Source: an optimization exercise on an open RTL-to-GDS flow (aim: small area, a short achievable clock period and few clock cycles). Production flows keep margins and buffers that such runs may drop.
At most, simulation tests tie the RTL to the original design; equivalence was not proved.

==> flow/design.v <==
module DW_div_pipe #(
    parameter a_width     = 31,
    parameter b_width     = 31,
    parameter tc_mode     = 1,
    parameter rem_mode    = 0,
    parameter num_stages  = 10,
    parameter stall_mode  = 1,
    parameter rst_mode    = 1,
    parameter op_iso_mode = 0
) (
    input                      clk,
    input                      rst_n,
    input                      en,
    input      [a_width-1:0]   a,
    input      [b_width-1:0]   b,
    output     [a_width-1:0]   quotient,
    output     [b_width-1:0]   remainder,
    output                     divide_by_0
);
localparam NS = num_stages - 1;           
localparam W  = a_width;
wire          a_neg = (tc_mode != 0) & a[a_width-1];
wire          b_neg = (tc_mode != 0) & b[b_width-1];
wire [W-1:0]       a_mag = a_neg ? (~a + 1'b1) : a;
wire [b_width-1:0] b_mag = b_neg ? (~b + 1'b1) : b;
reg [b_width:0]   r_q [0:NS-1];
reg [W-1:0]       d_q [0:NS-1];
reg [b_width-1:0] m_q [0:NS-1];
reg               n_q [0:NS-1];
genvar k;
generate
    for (k = 0; k < NS; k = k + 1) begin : g_stage
        localparam integer LO = (k * W) / NS;
        localparam integer HI = ((k + 1) * W) / NS;
        wire [b_width:0]   r_in = (k == 0) ? {(b_width+1){1'b0}} : r_q[(k == 0) ? 0 : k-1];
        wire [W-1:0]       d_in = (k == 0) ? a_mag : d_q[(k == 0) ? 0 : k-1];
        wire [b_width-1:0] m_in = (k == 0) ? b_mag : m_q[(k == 0) ? 0 : k-1];
        wire               n_in = (k == 0) ? (a_neg ^ b_neg) : n_q[(k == 0) ? 0 : k-1];
        reg  [b_width:0]   r_c;
        reg  [W-1:0]       d_c;
        integer j;
        always @(*) begin
            r_c = r_in;
            d_c = d_in;
            for (j = LO; j < HI; j = j + 1) begin
                r_c = {r_c[b_width-1:0], d_c[W-1]};
                d_c = {d_c[W-2:0], 1'b0};
                if (r_c >= {1'b0, m_in}) begin
                    r_c = r_c - {1'b0, m_in};
                    d_c[0] = 1'b1;
                end
            end
        end
        always @(posedge clk or negedge rst_n) begin
            if (!rst_n) begin
                r_q[k] <= 0;
                d_q[k] <= 0;
                m_q[k] <= 0;
                n_q[k] <= 1'b0;
            end else if (en) begin
                r_q[k] <= r_c;
                d_q[k] <= d_c;
                m_q[k] <= m_in;
                n_q[k] <= n_in;
            end
        end
    end
endgenerate
assign quotient    = n_q[NS-1] ? (~d_q[NS-1] + 1'b1) : d_q[NS-1];
assign remainder   = {b_width{1'b0}};
assign divide_by_0 = 1'b0;
endmodule
module TRIANGLE(
    input  wire        clk,
    input  wire        rst_n,
    input  wire        in_valid,
    input  wire [7:0]  in_length,
    output wire [15:0] out_cos,
    output reg         out_valid,
    output reg  [1:0]  out_tri
);
localparam [4:0] ST_D0 = 5'd5;     
localparam [4:0] ST_L0 = 5'd17;    
localparam [4:0] ST_L2 = 5'd19;    
reg [4:0] st;
always @(posedge clk or negedge rst_n) begin
    if (!rst_n) st <= 5'd0;
    else if (st == 5'd0) st <= in_valid ? 5'd1 : 5'd0;
    else if (st == ST_L2) st <= 5'd0;
    else st <= st + 5'd1;
end
reg       f_sq, f_pr, f_ini;
reg [2:0] f_acc;
always @(posedge clk) begin
    f_sq     <= (st == 5'd0) || (st == 5'd1) || (st == 5'd2);    
    f_pr     <= (st == 5'd3) || (st == 5'd4) || (st == 5'd5);    
    f_acc[0] <= (st >= 5'd1) && (st <= 5'd3);                    
    f_acc[1] <= (st >= 5'd1) && (st <= 5'd4);                    
    f_acc[2] <= (st >= 5'd1) && (st <= 5'd5);                    
    f_ini    <= (st == 5'd1);                                    
end
reg [7:0] mx, my;
reg [15:0] p0, p1, p2;
always @(posedge clk) begin
    mx <= (st <= 5'd2) ? in_length : (st == 5'd5) ? p2[7:0] : mx;
    my <= (st <= 5'd2) ? in_length : (st == 5'd3) ? p0[7:0] :
          (st == 5'd4) ? p2[7:0] : my;
end
wire [15:0] m = mx * my;
reg [15:0] s;
always @(posedge clk) s <= f_sq ? m : 16'd0;
wire ins = (st == 5'd1) || (st == 5'd2);    
always @(posedge clk) begin
    p0 <= f_pr ? m : ins ? {8'd0, mx} : p2;
    p1 <= p0;
    p2 <= p1;
end
function [18:0] lane;    
    input [17:0] r;
    input [15:0] p;
    input        sub;    
    input        acc;
    input        init;
    reg [18:0] a, bx, t;
    reg        ci, ad, c0;
    begin
        if (acc) begin
            a  = init ? 19'd0 : {r[17], r};
            bx = sub ? ~{3'b000, s} : {3'b000, s};
            ci = sub;
        end else begin
            a  = {r, 1'b0};
            ad = r[17];
            bx = ad ? {2'b00, p, 1'b0} : ~{2'b00, p, 1'b0};
            ci = ~ad;
        end
        {t, c0} = {a, 1'b1} + {bx, ci};    
        lane = t;
    end
endfunction
reg signed [17:0] r0, r1, r2;
reg [10:0]        q0, q1, q2;
reg               n0, n1, n2;    
reg               e0, e1, e2;    
wire [18:0] x0 = lane(r0, p0, 1'b1, f_acc[0], f_ini);
wire [18:0] x1 = lane(r1, p1, 1'b0, f_acc[1], f_ini);
wire [18:0] x2 = lane(r2, p2, 1'b0, f_acc[2], f_ini);
wire z0 = (r0 == 18'sd0);
wire z1 = (r1 == 18'sd0);
wire z2 = (r2 == 18'sd0);
wire last_acc = (st == 5'd4);
always @(posedge clk) begin
    r1 <= x0[17:0]; r2 <= x1[17:0]; r0 <= x2[17:0];
    q1 <= {q0[9:0], ~r0[17]};
    q2 <= {q1[9:0], ~r1[17]};
    q0 <= {q2[9:0], ~r2[17]};
    n1 <= last_acc ? x0[18] : n0;
    n2 <= last_acc ? x1[18] : n1;
    n0 <= last_acc ? x2[18] : n2;
    e1 <= ~f_acc[0] & (e0 | z0);
    e2 <= ~f_acc[1] & (e1 | z1);
    e0 <= ~f_acc[2] & (e2 | z2);
    if (st == ST_D0)
        out_tri <= (z0 | z1 | z2) ? 2'd3 : (n0 | n1 | n2) ? 2'd1 : 2'd0;
end
wire [11:0] qh  = {q0, ~r0[17]};
wire        b   = ~x0[18];
wire        inc = ~(e0 | z0 | (x0 == 19'd0));
wire [12:0] qp  = {1'b0, qh} + 13'd1;
wire [13:0] c   = ~n0 ? {1'b0, qh, b} :
                  (inc & b) ? {~qp[12], qp[11:0], 1'b0} : {1'b1, qh, b | inc};
reg [13:0] oc;
always @(posedge clk) oc <= c;
assign out_cos = {oc[13], oc[13], oc};
always @(posedge clk or negedge rst_n) begin
    if (!rst_n) out_valid <= 1'b0;
    else out_valid <= (st >= ST_L0) && (st <= ST_L2);
end
endmodule
clock: 20.0 ns
lec_check: 0
abc_area: 1
cap_margin: 20
core_margin: 2
core_utilization: 65
cts_buf_list: sky130_fd_sc_hd__clkbuf_4 sky130_fd_sc_hd__clkbuf_8 sky130_fd_sc_hd__clkbuf_16
cts_cluster_diameter: 100
cts_cluster_size: 20
place_density: 0.75
slew_margin: 20
standard.sh (not shown) runs the stock make flow with config.mk's settings and CLKGATE_MAP_FILE= SYNTH_SCRIPT=/design/flow/synth_recipe.tcl, a recipe that flattens the netlist after the stock synthesis.
==> flow/flow/run.sh <==
#!/bin/bash
# Own layout flow: the standard flow unchanged, except that the port
# buffers that buffer_ports inserts during placement are buf_2 cells rather
# than the delay buffer it picks by default.
set -euo pipefail
export BUFFER_PORTS_ARGS="-buffer_cell sky130_fd_sc_hd__buf_2"
bash standard.sh > standard_flow.log 2>&1
The starting point produced a clean layout.
Testbench counts at the start, summed over its fixed seeds: cycles 23,032.
Change:
--- a/flow/config.mk
+++ b/flow/config.mk
@@ -12 +11,0 @@
-export CTS_BUF_LIST = sky130_fd_sc_hd__clkbuf_4 sky130_fd_sc_hd__clkbuf_8 sky130_fd_sc_hd__clkbuf_16
@@ -14 +13 @@
-export CTS_CLUSTER_SIZE = 20
+export CTS_CLUSTER_SIZE = 24
Result:
- area after synthesis does not change
- die area does not change
- hold slack is unchanged
- non-clock buffer count does not change
- cell area does not change

========
TRIANGLE, a different RTL version from the one above (not shown whole).
Size in the first run: ~210 flip-flops, roughly 15000 sq um of cells after synthesis.
export LEC_CHECK = 0
export ABC_AREA = 1
export CAP_MARGIN = 20
export CORE_MARGIN = 2
export CORE_UTILIZATION = 40
export PLACE_DENSITY = 0.6
export SLEW_MARGIN = 20
create_clock -name core_clock -period 20.0 [get_ports {clk}]
Scripts as last shown in full above: flow/flow/run.sh
Testbench counts at the start, summed over its fixed seeds: cycles 23,032.
Change:
==> flow/run.sh (new file) <==
#!/bin/bash
# synth_recipe.tcl (not shown) runs the flow's synth.tcl, then flattens the netlist and writes it again
# the make line also repeats each setting of config.mk as NAME=value (left out here)
make -C /OpenROAD-flow-scripts/flow DESIGN_CONFIG=/design/flow/config.mk WORK_HOME=/design/flow/orfs CLKGATE_MAP_FILE= SYNTH_SCRIPT=/design/flow/synth_recipe.tcl finish
CAP_MARGIN = 60   (was 20)
SLEW_MARGIN = 60   (was 20)
removed: flow/flow/run.sh
removed: flow/standard.sh
The new run ran to the end with no violations. Wire length went up by 1.5%. Cell area went up by 2.1%. Maximum frequency drops by 6.8%. Area after synthesis is unchanged.
Change:
CAP_MARGIN = 20   (was 60)
SLEW_MARGIN = 20   (was 60)
Effect: Cell area drops by about 1.7%; via count hardly moves; flip-flop and latch count does not change; global-route usage drops by 0.22 points; register-to-register slack loses 90 ps; routed wire length stays flat; hold slack loses 3.9 ps.

========
TRIANGLE, a different RTL version from the one above (not shown whole).
For scale: about 1400 cells after synthesis, roughly 30 I/O pins.
Settings: LEC_CHECK=0, ABC_AREA=1, CAP_MARGIN=20, CORE_MARGIN=2, CORE_UTILIZATION=65, CTS_CLUSTER_DIAMETER=100, CTS_CLUSTER_SIZE=24, PLACE_DENSITY=0.75, SLEW_MARGIN=20; clock period 20.0 ns.
==> flow/flow/run.sh <==
#!/bin/bash
# Own layout flow: the standard flow unchanged, except that the port
# buffers that buffer_ports inserts during placement are buf_2 cells rather
# than the delay buffer it picks by default.
set -euo pipefail
export BUFFER_PORTS_ARGS="-buffer_cell sky130_fd_sc_hd__buf_2"
bash standard.sh > standard_flow.log 2>&1
The first run completed with no timing, DRC or antenna violations.
Testbench counts at the start, summed over its fixed seeds: cycles 23,032.
Change:
--- a/flow/config.mk
+++ b/flow/config.mk
@@ -11,4 +11,3 @@
-export CORE_UTILIZATION = 65
-export CTS_CLUSTER_DIAMETER = 100
-export CTS_CLUSTER_SIZE = 24
-export PLACE_DENSITY = 0.75
+export CORE_UTILIZATION = 80
+export CTS_BUF_LIST = sky130_fd_sc_hd__clkbuf_8
+export PLACE_DENSITY = 0.88
Die area decreases by 18%.
Setup slack got worse by 94 ps.
Change:
--- a/flow/config.mk
+++ b/flow/config.mk
@@ -11,3 +11,3 @@
-export CORE_UTILIZATION = 80
-export CTS_BUF_LIST = sky130_fd_sc_hd__clkbuf_8
-export PLACE_DENSITY = 0.88
+export CORE_UTILIZATION = 65
+export CTS_BUF_LIST = sky130_fd_sc_hd__clkbuf_8 sky130_fd_sc_hd__clkbuf_16
+export PLACE_DENSITY = 0.75
After rerunning: The changed run went through all stages and came out clean. Synthesized cell count stays the same. Global-route usage fell by 9.8 points. Non-clock buffer count is higher by 1. Clock-buffer cell count stays the same. Wire length is lower by a little under a tenth. Final cell count grows by a few percent. Area after synthesis does not change. Final area went up slightly. Via count falls by a little under a tenth.

========
== onyx ==
TRIANGLE, a different RTL version from the one above (not shown whole).
Size: about 210 flip-flops, ~30 I/O pins, roughly 16,000 um2 of cells after synthesis.
clock: 20.0 ns
lec_check: 0
abc_area: 1
cap_margin: 20
core_margin: 2
core_utilization: 40
gpl_timing_driven: 0
place_density: 0.6
slew_margin: 20
run.sh (not shown) runs the stock make flow with config.mk's settings and CLKGATE_MAP_FILE= SYNTH_SCRIPT=/design/flow/synth_recipe.tcl, a recipe that flattens the netlist after the stock synthesis.
Stock flow here: none of the scripts above is used.
Inputs modified between onyx and lagoon:
-- flow/config.mk --
<<< onyx, line 12
export GPL_TIMING_DRIVEN = 0
>>> lagoon, line 12
[summary]
lagoon finished every step from synthesis to the final layout, and the layout passed the timing, design-rule and antenna checks.
As far as number of synthesized flops with an enable pin goes, lagoon and onyx are indistinguishable; the numbers are identical.
Compared lagoon vs onyx, and via count is down in lagoon.
First-pass GRT wire length: lagoon vs onyx, no meaningful difference
On lagoon: final critical-path share of the clock period is 2.0 points lower than what onyx gave.
lagoon vs. onyx: tap cell instance count closely matched the old numbers; relative area change from synthesis to final layout -1.8 points; worst setup slack increased by 0.40 ns relative to the old numbers; met2 usage climbed 0.34 points; area taken by multi-input logic gates ~0 delta.
lagoon: final instance area about 1.6% below onyx
Function was not checked in any run of this note: the RTL went through the layout flow alone.

========
TRIANGLE, a different RTL version from the one above (not shown whole).
Size: about 1900 cells after synthesis, about 220 flip-flops, about 15000 um2 of cells after synthesis.
clock: 20.0 ns
lec_check: 0
abc_area: 1
cap_margin: 20
core_margin: 2
core_utilization: 40
cts_cluster_diameter: 100
cts_cluster_size: 24
place_density: 0.6
slew_margin: 20
standard.sh (not shown) runs the stock make flow with config.mk's settings and CLKGATE_MAP_FILE= SYNTH_SCRIPT=/design/flow/synth_recipe.tcl, a recipe that flattens the netlist after the stock synthesis.
Scripts as last shown in full above: flow/flow/run.sh
The starting point finished with timing, DRC and antenna clean.
Change:
Settings changed: CORE_UTILIZATION 40 to 65, PLACE_DENSITY 0.6 to 0.75.
Utilization is higher by 27 points.
Clock skew is lower by 16 ps.
Fmax is higher by 1.3%.
Final cell count is lower by 8.1%.
Routed wire length is higher by 0.92%.
Flip-flop and latch count is unchanged.
No run of this note included a check of the RTL's function; only the layout flow was run.

========
Another version of the RTL of TRIANGLE (not shown whole).
Size: ~200 flip-flops, about 30 I/O pins, roughly 23,000 µm² of cells after synthesis.
export LEC_CHECK = 0
export ABC_CLOCK_PERIOD_IN_PS = 4000
export CAP_MARGIN = 20
export CORE_MARGIN = 2
export CORE_UTILIZATION = 40
export PLACE_DENSITY = 0.6
export SLEW_MARGIN = 20
create_clock -name core_clock -period 20.0 [get_ports {clk}]
run.sh (not shown) runs the stock make flow with config.mk's settings and CLKGATE_MAP_FILE= SYNTH_SCRIPT=/design/flow/synth_recipe.tcl, a recipe that flattens the netlist after the stock synthesis.
Stock flow here: none of the scripts above is used.
The baseline went through all stages and came out clean.
Edit:
ABC_CLOCK_PERIOD_IN_PS = default   (was 4000)
The changed run passed the timing, design-rule and antenna checks.
Worst setup slack is unchanged.
Utilization stays the same.
Non-clock buffer count stays the same.
Via count is unchanged.
No functional check of the RTL was part of any run of this note.

========
orange:
Another version of the RTL of TRIANGLE (not shown whole).
Size: ~1400 cells after synthesis, about 200 flip-flops, about 30 I/O pins, roughly 11000 um2 of cells after synthesis.
==> flow/design.v (excerpt) <==
module TRIANGLE(
    input  wire        clk,
    input  wire        rst_n,
    input  wire        in_valid,
    input  wire [7:0]  in_length,
    output wire [15:0] out_cos,
    output reg         out_valid,
    output reg  [1:0]  out_tri
);
export LEC_CHECK = 0
export ABC_AREA = 1
export CAP_MARGIN = 20
export CORE_MARGIN = 2
export CORE_UTILIZATION = 65
export PLACE_DENSITY = 0.75
export SLEW_MARGIN = 20
create_clock -name core_clock -period 20.0 [get_ports {clk}]
standard.sh (not shown) runs the stock make flow with config.mk's settings and CLKGATE_MAP_FILE= SYNTH_SCRIPT=/design/flow/synth_recipe.tcl, a recipe that flattens the netlist after the stock synthesis.
==> flow/flow/run.sh <==
#!/bin/bash
# Own layout flow: the standard flow unchanged, except that
# - the port buffers that buffer_ports inserts during placement are buf_2
#   cells rather than the delay buffer it picks by default, and
# - clock tree synthesis builds the tree from clkbuf_8 cells under a
#   clkbuf_16 root and adds no dummy loads.
set -euo pipefail
export BUFFER_PORTS_ARGS="-buffer_cell sky130_fd_sc_hd__buf_2"
export CTS_ARGS="-sink_clustering_enable -repair_clock_nets -buf_list sky130_fd_sc_hd__clkbuf_8 -root_buf sky130_fd_sc_hd__clkbuf_16 -dont_use_dummy_load"
bash standard.sh > standard_flow.log 2>&1
orange has completed all stages; timing, DRC and antenna checks passed.
Testbench counts of orange, summed over its fixed seeds: cycles 23,032.
Inputs modified between orange and red:
- setting CTS_CLUSTER_SIZE to 24 for the first time
- setting CTS_CLUSTER_DIAMETER to 100 for the first time
==> flow/flow/run.sh <==
#!/bin/bash
# Own layout flow: the standard flow unchanged, except that the port
# buffers that buffer_ports inserts during placement are buf_2 cells rather
# than the delay buffer it picks by default.
set -euo pipefail
export BUFFER_PORTS_ARGS="-buffer_cell sky130_fd_sc_hd__buf_2"
bash standard.sh > standard_flow.log 2>&1
### Flow results
Relative to orange, the wire length measured on red has increased by a few percent.
In the flow results for orange and red, the area of all placed cells without fillers is larger on red.
Comparing orange with red, the share of final layout cell area taken by non-clock buffers came out essentially unchanged.
Taking orange as the reference, in red register-to-register slack roughly the same; via count increased by about 1.7% relative to the old numbers; pin count of the biggest net entering global routing held; share of cell area taken by multi-input logic gates lower.

## afterwards: timing with drivers on the ports
The flow's constraints put no driver on any port. The routed layouts listed below were extracted and timed again, unchanged, in two steps. Step 1 (the two cells are an assumption about what drives the block):
set clk [get_ports {clk}]
set_driving_cell -lib_cell sky130_fd_sc_hd__clkbuf_16 $clk
set_driving_cell -lib_cell sky130_fd_sc_hd__buf_2 [delete_from_list [all_inputs] $clk]
Step 2 adds t to the input delays and takes it off the output delays; t is the mean of the earliest and latest rising clock arrival at the registers after step 1. Input paths then give back, and output paths get back, about the clock's delay inside the block. Slacks: ideal / step 1 / step 2; pairs: ideal / step 1.
run	shift t [ns]	setup WS [ns]	hold slack, ns	worst register clock-pin slew, ns	worst data-port slew with drivers (ns)
the first run of note 1	0.492	15.043 / 14.995 / 15.468	0.316 / 0.316 / 0.316	0.09 / 0.09	0.03
the second run of note 1	0.492	15.043 / 14.995 / 15.468	0.316 / 0.316 / 0.316	0.09 / 0.09	0.03
the first run of note 2	0.593	14.930 / 14.899 / 14.930	0.346 / 0.346 / 0.346	0.06 / 0.06	0.04
the second run of note 2	0.591	14.562 / 14.513 / 15.006	0.347 / 0.347 / 0.347	0.07 / 0.07	0.04
the third run of note 2	0.585	14.571 / 14.520 / 14.924	0.343 / 0.343 / 0.343	0.06 / 0.06	0.04
the first run of note 3	0.486	15.054 / 15.006 / 15.215	0.331 / 0.331 / 0.331	0.09 / 0.09	0.03
the second run of note 3	0.536	14.960 / 14.917 / 15.052	0.332 / 0.332 / 0.332	0.12 / 0.12	0.03
the third run of note 3	0.486	15.054 / 15.006 / 15.215	0.331 / 0.331 / 0.331	0.09 / 0.09	0.03
onyx	0.579	14.181 / 14.181 / 14.181	0.333 / 0.333 / 0.333	0.06 / 0.06	0.04
lagoon	0.597	14.581 / 14.527 / 14.643	0.327 / 0.327 / 0.327	0.06 / 0.06	0.04
the first run of note 5	0.539	14.875 / 14.875 / 14.875	0.353 / 0.353 / 0.353	0.10 / 0.10	0.03
the second run of note 5	0.524	14.942 / 14.894 / 15.000	0.351 / 0.351 / 0.351	0.10 / 0.10	0.03
the first run of note 6	0.522	9.713 / 9.713 / 9.713	0.430 / 0.430 / 0.430	0.09 / 0.09	0.03
the second run of note 6	0.522	9.713 / 9.713 / 9.713	0.430 / 0.430 / 0.430	0.09 / 0.09	0.03
orange	0.428	15.086 / 15.040 / 15.243	0.322 / 0.322 / 0.322	0.11 / 0.11	0.03
red	0.483	15.047 / 14.999 / 15.234	0.327 / 0.327 / 0.327	0.08 / 0.08	0.03
After both steps setup and hold are still met in every run listed.
